Background: an optimization exercise with open tools, aiming at small area and a short achievable clock period. Do not read the settings as production practice. In this exercise RTL edits were held to simulation tests only and were not proved equivalent to the original.

==> flow/design.v (excerpt) <==
module fir (
input [15:0] signal,
input clk,
output [15:0] out,
output [15:0] f1,
output [31:0] f2,f3,f4,
output [15:0] fo1
);
wire sign = signal[15];
wire expo_sign = signal[14];
wire [3:0] e = signal[13:10];
wire [11:0] w = {1'b1, signal[9:0], 1'b0};
wire [26:0] wl = {15'b0, w} << e;
wire [11:0] wr = w >> e;
wire left = expo_sign & (e != 4'd0);
wire zero = (signal == 16'b0);
wire [14:0] fv = zero ? 15'b0 : (left ? wl[16:2] : {3'b0, wr});
wire fz = (fv == 15'b0);
wire [15:0] mg = {sign & fz, fv};
wire [19:0] sx = {20{~sign}};
wire signed [15:0] xq_a = {1'b0, fv ^ {15{sign}}};
wire signed [15:0] xq_b = 16'sd0;
wire signed [15:0] xq;
wire [15:0] xq__p = xq_a ^ xq_b;
wire [15:0] xq__g0 = xq_a & xq_b;
wire [15:0] xq__g = {xq__g0[15:1], xq__g0[0] | (xq__p[0] & (sign))};
wire xq__G1 = xq__g[1] | (xq__p[1] & xq__g[0]);
wire xq__P1 = xq__p[1] & xq__p[0];
wire xq__G2 = xq__g[3] | (xq__p[3] & xq__g[2]);
wire xq__P2 = xq__p[3] & xq__p[2];
wire xq__G3 = xq__g[5] | (xq__p[5] & xq__g[4]);
wire xq__P3 = xq__p[5] & xq__p[4];
wire xq__G4 = xq__g[7] | (xq__p[7] & xq__g[6]);
wire xq__P4 = xq__p[7] & xq__p[6];
wire xq__G5 = xq__g[9] | (xq__p[9] & xq__g[8]);
wire xq__P5 = xq__p[9] & xq__p[8];
wire xq__G6 = xq__g[11] | (xq__p[11] & xq__g[10]);
wire xq__P6 = xq__p[11] & xq__p[10];
wire xq__G7 = xq__g[13] | (xq__p[13] & xq__g[12]);
wire xq__P7 = xq__p[13] & xq__p[12];
wire xq__G8 = xq__g[15] | (xq__p[15] & xq__g[14]);
wire xq__P8 = xq__p[15] & xq__p[14];
wire xq__G9 = xq__g[2] | (xq__p[2] & xq__G1);
wire xq__P9 = xq__p[2] & xq__P1;
wire xq__G10 = xq__G2 | (xq__P2 & xq__G1);
wire xq__P10 = xq__P2 & xq__P1;
wire xq__G11 = xq__g[6] | (xq__p[6] & xq__G3);
wire xq__P11 = xq__p[6] & xq__P3;
wire xq__G12 = xq__G4 | (xq__P4 & xq__G3);
wire xq__P12 = xq__P4 & xq__P3;
wire xq__G13 = xq__g[10] | (xq__p[10] & xq__G5);
wire xq__P13 = xq__p[10] & xq__P5;
wire xq__G14 = xq__G6 | (xq__P6 & xq__G5);
wire xq__P14 = xq__P6 & xq__P5;
wire xq__G15 = xq__g[14] | (xq__p[14] & xq__G7);
wire xq__P15 = xq__p[14] & xq__P7;
wire xq__G16 = xq__G8 | (xq__P8 & xq__G7);
wire xq__P16 = xq__P8 & xq__P7;
wire xq__G17 = xq__g[4] | (xq__p[4] & xq__G10);
wire xq__P17 = xq__p[4] & xq__P10;
wire xq__G18 = xq__G3 | (xq__P3 & xq__G10);
  ...
Size: about 2000 cells after synthesis, ~330 flip-flops, about 21000 um^2 of cells after synthesis.
clock: 30.0 ns
lec_check: 0
abc_area: 1
cap_margin: 20
core_margin: 2
core_utilization: 40
slew_margin: 20
synth_hierarchical: 1
standard.sh (not shown) runs the stock make flow with config.mk's settings and CLKGATE_MAP_FILE= SYNTH_SCRIPT=/design/flow/synth_recipe.tcl, a recipe that flattens the netlist after the stock synthesis.
==> flow/flow/run.sh <==
#!/bin/bash
# The standard layout (the standard.sh); the ports are buffered by flow/ports.tcl
# instead of by ORFS's own buffer_ports call, and clock tree synthesis gets its
# arguments from CTS_ARGS.
bash standard.sh DONT_BUFFER_PORTS=1 POST_GLOBAL_PLACE_TCL="$PWD/flow/ports.tcl" \
  CTS_ARGS="-sink_clustering_enable -repair_clock_nets -sink_clustering_size 20 -sink_clustering_max_diameter 40 -dont_use_dummy_load -sink_clustering_buffer sky130_fd_sc_hd__clkbuf_8" finish > standard.log 2>&1
==> flow/flow/ports.tcl <==
# Port buffering, run right after global placement in place of ORFS's own
# buffer_ports: every input but the clock gets a buf_4, every output a buf_1.
buffer_ports -inputs -buffer_cell sky130_fd_sc_hd__buf_4
buffer_ports -outputs -buffer_cell sky130_fd_sc_hd__buf_1
The baseline finished clean.
Change:
==> flow/flow/run.sh (replaced) <==
#!/bin/bash
# The standard layout (the standard.sh); the ports are buffered by flow/ports.tcl
# instead of by ORFS's own buffer_ports call.
bash standard.sh DONT_BUFFER_PORTS=1 POST_GLOBAL_PLACE_TCL="$PWD/flow/ports.tcl" finish > standard.log 2>&1
==> flow/flow/ports.tcl (replaced) <==
# Port buffering, run right after global placement in place of ORFS's own
# buffer_ports: every input but the clock gets a buf_8, every output a buf_1.
buffer_ports -inputs -buffer_cell sky130_fd_sc_hd__buf_8
buffer_ports -outputs -buffer_cell sky130_fd_sc_hd__buf_1
Settings changed: CTS_CLUSTER_DIAMETER set to 60, CTS_CLUSTER_SIZE set to 40.
Effect: Worst hold slack improves by 0.015 ns; global-route usage hardly moves; routed wire length increases by 0.43%; sequential cell count is unchanged; final cell count grows by 0.42%; area after synthesis stays the same; utilization increases by 1.1 points.
Change:
==> flow/flow/ports.tcl (replaced) <==
# Port buffering, run right after global placement in place of ORFS's own
# buffer_ports: every input but the clock gets a buf_4, every output a buf_1.
buffer_ports -inputs -buffer_cell sky130_fd_sc_hd__buf_4
buffer_ports -outputs -buffer_cell sky130_fd_sc_hd__buf_1
Settings changed: CTS_BUF_LIST set to sky130_fd_sc_hd__clkbuf_16, CTS_CLUSTER_DIAMETER 60 to 50, CTS_CLUSTER_SIZE 40 to 60.
The changed run produced a clean layout.
Worst setup slack gains 0.045 ns.
Final cell count barely changes.
Count of clock-buffer cells in the layout falls by 1.
Cell area fell by 0.63%.
Via count is about the same.
Register-to-register slack is worse by 0.05 ns.
Routed wire length falls by 0.45%.
Die area stays the same.
Area after synthesis stays the same.
Change:
==> flow/flow/run.sh (replaced) <==
#!/bin/bash
# The standard layout (the standard.sh); the ports are buffered by flow/ports.tcl
# instead of by ORFS's own buffer_ports call, and clock tree synthesis gets its
# arguments from CTS_ARGS.
bash standard.sh DONT_BUFFER_PORTS=1 POST_GLOBAL_PLACE_TCL="$PWD/flow/ports.tcl" \
  CTS_ARGS="-sink_clustering_enable -repair_clock_nets -sink_clustering_size 60 -sink_clustering_max_diameter 50 -dont_use_dummy_load" finish > standard.log 2>&1
Settings changed: CTS_BUF_LIST sky130_fd_sc_hd__clkbuf_16 to unset, CTS_CLUSTER_DIAMETER 50 to unset, CTS_CLUSTER_SIZE 60 to unset.
The changed run passed the timing, design-rule and antenna checks.
Wire length came out lower slightly.
Design area came out lower slightly.
Count of clock-buffer cells in the layout stays the same.
Synthesized cell count does not change.
Worst setup slack is better by 0.031 ns.
Global-route usage stays flat.
Sequential cell count is unchanged.
Die area does not change.
Change:
==> flow/flow/run.sh (replaced) <==
#!/bin/bash
# The standard layout (the standard.sh); the ports are buffered by flow/ports.tcl
# instead of by ORFS's own buffer_ports call.
bash standard.sh DONT_BUFFER_PORTS=1 POST_GLOBAL_PLACE_TCL="$PWD/flow/ports.tcl" finish > standard.log 2>&1
Settings changed: CTS_CLUSTER_DIAMETER set to 60, CTS_CLUSTER_SIZE set to 40.
The new run went through all stages and came out clean.
Count of clock-buffer cells in the layout came out lower by 1.
Final area came out higher by 1.0%.

[separate check: timing with driven ports]
The results above use ideal ports. As a check the final layouts listed here were re-extracted and re-timed, cells and wires unchanged. Step 1 sets driving cells, clkbuf_16 on the clock port and buf_2 on the other inputs (assumed; they add their load-dependent delay and slew). Step 2 also shifts input and output timing later by t, the mid clock arrival at the registers, as if the neighbouring blocks saw the same clock. a / b / c = ideal ports / drivers / drivers and shift; a / b = the first two.
run | t, ns | setup WS [ns] | worst setup path at the end | clock arrival spread, ns
the first run | 0.556 | 20.787 / 20.789 / 20.260 | input to register | 0.075 / 0.075
the second run | 0.627 | 20.738 / 20.684 / 20.320 | input to register | 0.034 / 0.034
the third run | 0.633 | 20.783 / 20.729 / 20.248 | input to register | 0.012 / 0.011
the fourth run | 0.601 | 20.814 / 20.768 / 20.242 | input to register | 0.066 / 0.067
the fifth run | 0.617 | 20.731 / 20.677 / 20.258 | input to register | 0.025 / 0.025
After both steps every run listed still meets setup and hold. The setup slack of the fourth run, which loses most, moves by -0.046 ns with the drivers and by -0.572 ns with both steps.
